This design comes from an exercise in tuning for small area, a short achievable clock period and few clock cycles per item on the open sky130 flow, not from production work.
At most, simulation tests tie the RTL to the original design; equivalence was not proved.

## oak
==> module cordic, before the edit <==
module cordic(
    input clk,
    input rst,                 
    input start,               
    input signed [7:0] xin,
    input signed [7:0] yin,
    input signed [7:0] angle,
    output reg signed [7:0] sine,
    output reg done
);
    reg signed [7:0] x, y, z;
    reg [6:0] ph;
    wire idle = ph[0];
    reg [7:0] xs, ys, at;
    integer j, k;
    always @(*) begin
        for (j = 0; j < 8; j = j + 1) begin
            xs[j] = idle & xin[j];
            ys[j] = idle & yin[j];
            for (k = 1; k < 7; k = k + 1) begin
                xs[j] = xs[j] | (ph[k] & x[(j + k > 7) ? 7 : j + k]);
                ys[j] = ys[j] | (ph[k] & y[(j + k > 7) ? 7 : j + k]);
            end
        end
        at = ({8{idle}} & 8'd50) | ({8{ph[1]}} & 8'd29) | ({8{ph[2]}} & 8'd15)
           | ({8{ph[3]}} & 8'd8) | ({8{ph[4]}} & 8'd4) | ({8{ph[5]}} & 8'd2)
           | ({8{ph[6]}} & 8'd1);
    end
    wire signed [7:0] xa = idle ? xin : x;
    wire signed [7:0] ya = idle ? yin : y;
    wire signed [7:0] za = idle ? angle : z;
    wire neg = za[7];
    function [7:0] addsub;
        input [7:0] a, b;
        input n;
        reg [7:0] bb, g, p, gg, pp, gn, pn;
        integer i, s;
        begin
            bb = b ^ {8{n}};
            g = a & bb;
            p = a ^ bb;
            gg = g;
            pp = p;
            gg[0] = g[0] | (p[0] & n);
            for (s = 1; s < 8; s = s * 2) begin
                gn = gg;
                pn = pp;
                for (i = s; i < 8; i = i + 1) begin
                    gn[i] = gg[i] | (pp[i] & gg[i - s]);
                    pn[i] = pp[i] & pp[i - s];
                end
                gg = gn;
                pp = pn;
            end
            addsub = p ^ {gg[6:0], n};
        end
    endfunction
    always @(posedge clk) begin
        x <= addsub(xa, ys, ~neg);
        y <= addsub(ya, xs, neg);
        z <= addsub(za, at, ~neg);
        done <= ph[6] & ~rst;
        if (rst)
            ph <= 7'b0000001;
        else if (idle)
            ph <= start ? 7'b0000010 : 7'b0000001;
        else
            ph <= {ph[5:0], ph[6]};
    end
    always @(*) sine = z[7] ? y - (x >>> 7) : y + (x >>> 7);
endmodule
export LEC_CHECK = 0
export CAP_MARGIN = 20
export CORE_MARGIN = 2
export CORE_UTILIZATION = 70
export SETUP_SLACK_MARGIN = 1.0
export SLEW_MARGIN = 20
create_clock -name core_clock -period 4.0 [get_ports {clk}]
standard.sh (not shown) runs the stock make flow with config.mk's settings and CLKGATE_MAP_FILE= SYNTH_SCRIPT=/design/flow/synth_recipe.tcl, a recipe that flattens the netlist after the stock synthesis.
==> flow/flow/run.sh <==
#!/bin/bash
# The standard layout, with the port buffers made from buf_2 cells instead of the
# slow delay buffers buffer_ports picks by default.
set -euo pipefail
export BUFFER_PORTS_ARGS="-buffer_cell sky130_fd_sc_hd__buf_2"

bash standard.sh > standard.log 2>&1
Testbench counts of oak, summed over its fixed seeds: cycles 28,000, items 4,000.
For pine, these inputs were changed with respect to oak:
diff --git a/flow/design.v b/flow/design.v
--- a/flow/design.v
+++ b/flow/design.v
@@ -31,31 +31,30 @@
     wire signed [7:0] ya = idle ? yin : y;
     wire signed [7:0] za = idle ? angle : z;
     wire neg = za[7];
     function [7:0] addsub;
         input [7:0] a, b;
         input n;
-        reg [7:0] bb, g, p, gg, pp, gn, pn;
-        integer i, s;
+        reg [7:0] bb, g, p, gg, pp;
         begin
             bb = b ^ {8{n}};
             g = a & bb;
             p = a ^ bb;
             gg = g;
             pp = p;
             gg[0] = g[0] | (p[0] & n);
-            for (s = 1; s < 8; s = s * 2) begin
-                gn = gg;
-                pn = pp;
-                for (i = s; i < 8; i = i + 1) begin
-                    gn[i] = gg[i] | (pp[i] & gg[i - s]);
-                    pn[i] = pp[i] & pp[i - s];
-                end
-                gg = gn;
-                pp = pn;
-            end
+            {gg[1], pp[1]} = {gg[1] | (pp[1] & gg[0]), pp[1] & pp[0]};
+            {gg[3], pp[3]} = {gg[3] | (pp[3] & gg[2]), pp[3] & pp[2]};
+            {gg[5], pp[5]} = {gg[5] | (pp[5] & gg[4]), pp[5] & pp[4]};
+            {gg[7], pp[7]} = {gg[7] | (pp[7] & gg[6]), pp[7] & pp[6]};
+            {gg[3], pp[3]} = {gg[3] | (pp[3] & gg[1]), pp[3] & pp[1]};
+            {gg[7], pp[7]} = {gg[7] | (pp[7] & gg[5]), pp[7] & pp[5]};
+            {gg[5], pp[5]} = {gg[5] | (pp[5] & gg[3]), pp[5] & pp[3]};
+            {gg[2], pp[2]} = {gg[2] | (pp[2] & gg[1]), pp[2] & pp[1]};
+            {gg[4], pp[4]} = {gg[4] | (pp[4] & gg[3]), pp[4] & pp[3]};
+            {gg[6], pp[6]} = {gg[6] | (pp[6] & gg[5]), pp[6] & pp[5]};
             addsub = p ^ {gg[6:0], n};
         end
     endfunction
     always @(posedge clk) begin
         x <= addsub(xa, ys, ~neg);
         y <= addsub(ya, xs, neg);
### Flow results
Of pine and oak, the lower sequential share of layout area belongs to pine.
Taking oak as the reference, in pine post-CTS setup repair buffer count +1.
Relative to oak, share of the synthesized area in compound gates (AO/OA/AOI/OAI) has decreased by 2.2 points in pine.
Of the two candidates, oak has the worse hold slack and pine the better one.
The multiplexer share of the synthesized area of pine exceeds that of oak by 1.3 points.
Function not checked in pine: the RTL went through the layout flow alone.

* * *

The RTL this note starts from:
==> flow/design.v <==
`timescale 1ns / 1ps
module cordic(
    input clk,
    input rst,                 
    input start,               
    input signed [7:0] xin,
    input signed [7:0] yin,
    input signed [7:0] angle,
    output reg signed [7:0] sine,
    output reg done
);
    reg signed [7:0] x, y, z;
    reg [5:0] ph;
    wire idle = ph[0];
    reg [7:0] xs, ys, at;
    integer j, k;
    always @(*) begin
        for (j = 0; j < 8; j = j + 1) begin
            xs[j] = idle & xin[j];
            ys[j] = idle & yin[j];
            for (k = 1; k < 6; k = k + 1) begin
                xs[j] = xs[j] | (ph[k] & x[(j + k > 7) ? 7 : j + k]);
                ys[j] = ys[j] | (ph[k] & y[(j + k > 7) ? 7 : j + k]);
            end
        end
        at = ({8{idle}} & 8'd50) | ({8{ph[1]}} & 8'd29) | ({8{ph[2]}} & 8'd15)
           | ({8{ph[3]}} & 8'd8) | ({8{ph[4]}} & 8'd4) | ({8{ph[5]}} & 8'd2);
    end
    wire signed [7:0] xa = idle ? xin : x;
    wire signed [7:0] ya = idle ? yin : y;
    wire signed [7:0] za = idle ? angle : z;
    wire neg = za[7];
    function [7:0] addsub;
        input [7:0] a, b;
        input n;
        reg [8:0] t;
        begin
            t = {a, 1'b1} + {b ^ {8{n}}, n};
            addsub = t[8:1];
        end
    endfunction
    always @(posedge clk) begin
        x <= addsub(xa, ys, ~neg);
        y <= addsub(ya, xs, neg);
        z <= addsub(za, at, ~neg);
        done <= ph[5] & ~rst;
        if (rst)
            ph <= 6'b000001;
        else if (idle)
            ph <= start ? 6'b000010 : 6'b000001;
        else
            ph <= {ph[4:0], ph[5]};
    end
    wire nr = z[7];
    wire e_p1 = nr ? (y[7:6] == 2'b01) : (y[7:6] == 2'b11);    
    wire e_p2 = ~nr & (y[7:6] == 2'b10);                          
    wire e_m1 = nr ? (y[7:6] == 2'b11) : (y[7:6] == 2'b01);    
    wire e_m2 = nr & (y[7:6] == 2'b10);                         
    wire ones = &x[6:1];
    wire zeros = ~|x[6:1];
    wire flip = (e_p1 & ones & x[0]) | (e_p2 & ones) | (e_m1 & zeros & ~x[0]) | (e_m2 & zeros);
    wire x7n = x[7] ^ flip;                                       
    wire n7 = nr ? (z != 8'hff) : (z == 8'h00);                   
    wire signed [2:0] xh = {x[7], x[7:6]};                        
    wire signed [2:0] a = nr ? -xh : xh;
    wire signed [1:0] c7 = x7n ? (n7 ? 2'sd1 : -2'sd1) : 2'sd0;
    wire signed [3:0] t = $signed({2'b00, y[1:0]}) + a + c7;
    wire [5:0] hi = y[7:2];
    wire [5:0] hi_p = hi + 6'd1;
    wire [5:0] hi_m = hi - 6'd1;
    always @(*) sine = {t[3] ? hi_m : (t[2] ? hi_p : hi), t[1:0]};
endmodule
export LEC_CHECK = 0
export CAP_MARGIN = 20
export CORE_MARGIN = 2
export CORE_UTILIZATION = 70
export SETUP_SLACK_MARGIN = 0.8
export SLEW_MARGIN = 20
create_clock -name core_clock -period 4.0 [get_ports {clk}]
Scripts as last shown in full above: flow/flow/run.sh
The first run finished with setup timing left.
Then changed:
==> flow/design.v (replaced) <==
`timescale 1ns / 1ps
module cordic(
    input clk,
    input rst,                 
    input start,               
    input signed [7:0] xin,
    input signed [7:0] yin,
    input signed [7:0] angle,
    output reg signed [7:0] sine,
    output reg done
);
    reg signed [7:0] x, y, z;
    reg [6:0] ph;
    wire idle = ph[0];
    reg [7:0] xs, ys, at;
    integer j, k;
    always @(*) begin
        for (j = 0; j < 8; j = j + 1) begin
            xs[j] = idle & xin[j];
            ys[j] = idle & yin[j];
            for (k = 1; k < 7; k = k + 1) begin
                xs[j] = xs[j] | (ph[k] & x[(j + k > 7) ? 7 : j + k]);
                ys[j] = ys[j] | (ph[k] & y[(j + k > 7) ? 7 : j + k]);
            end
        end
        at = ({8{idle}} & 8'd50) | ({8{ph[1]}} & 8'd29) | ({8{ph[2]}} & 8'd15)
           | ({8{ph[3]}} & 8'd8) | ({8{ph[4]}} & 8'd4) | ({8{ph[5]}} & 8'd2)
           | ({8{ph[6]}} & 8'd1);
    end
    wire signed [7:0] xa = idle ? xin : x;
    wire signed [7:0] ya = idle ? yin : y;
    wire signed [7:0] za = idle ? angle : z;
    wire neg = za[7];
    function [7:0] addsub;
        input [7:0] a, b;
        input n;
        reg [7:0] bb, g, p, gg, pp, gn, pn;
        integer i, s;
        begin
            bb = b ^ {8{n}};
            g = a & bb;
            p = a ^ bb;
            gg = g;
            pp = p;
            gg[0] = g[0] | (p[0] & n);
            for (s = 1; s < 8; s = s * 2) begin
                gn = gg;
                pn = pp;
                for (i = 0; i < 8; i = i + 1) begin
                    if ((i & s) != 0) begin
                        gn[i] = gg[i] | (pp[i] & gg[(i & ~(s - 1)) - 1]);
                        pn[i] = pp[i] & pp[(i & ~(s - 1)) - 1];
                    end
                end
                gg = gn;
                pp = pn;
            end
            addsub = p ^ {gg[6:0], n};
        end
    endfunction
    always @(posedge clk) begin
        x <= addsub(xa, ys, ~neg);
        y <= addsub(ya, xs, neg);
        z <= addsub(za, at, ~neg);
        done <= ph[6] & ~rst;
        if (rst)
            ph <= 7'b0000001;
        else if (idle)
            ph <= start ? 7'b0000010 : 7'b0000001;
        else
            ph <= {ph[5:0], ph[6]};
    end
    always @(*) sine = z[7] ? y - (x >>> 7) : y + (x >>> 7);
endmodule
=> The new run produced a clean layout. Non-clock buffer count goes down by 27. Die area goes down by roughly a tenth. Register-to-register slack gains 410 ps. Wire length goes down by well over a third. Final area goes down by about a fifth. Hold slack loses 130 ps. Critical path depth goes down by 9. Sequential share of layout area goes up by 4.9 points. Global-route usage goes down by 9.0 points. Utilization goes down by 9.3 points. Synthesized cell count goes down by about a fifth. Synthesized area goes down by roughly a tenth. Worst setup slack gains 1600 ps.
Testbench counts after the change, summed over its fixed seeds: cycles 28,000, items 4,000.
For the first run of this note, only the layout was checked, not whether the RTL still works.

static timing again, ports no longer ideal:
Ports are ideal in the flow. The routed layouts listed here were re-timed in OpenROAD. Step 1: set_driving_cell puts a clkbuf_16 on clk and a buf_2 on each other input, an assumption about the parent block. Step 2 also shifts input and output timing later by t, the mid clock arrival at the registers, as if the neighbouring blocks saw the same clock. Slacks: ideal ports / drivers / drivers and shift; pairs: ideal ports / drivers.
run	t, ns	setup WS [ns]	clock arrival spread, ns	slew at the worst register clock pin (ns)	worst data-port slew with drivers (ns)
oak	0.315	1.084 / 1.055 / 0.859	0.005 / 0.004	0.07 / 0.07	0.03
pine	0.314	1.006 / 1.008 / 0.699	0.009 / 0.008	0.08 / 0.08	0.04
the first run of note 2	0.322	-0.692 / -0.721 / -0.399	0.008 / 0.008	0.07 / 0.07	0.04
the second run of note 2	0.314	0.955 / 0.927 / 0.943	0.004 / 0.005	0.07 / 0.07	0.04
For pine, which loses most, drivers alone change the setup slack by +0.002 ns; drivers and shift together by -0.307 ns.
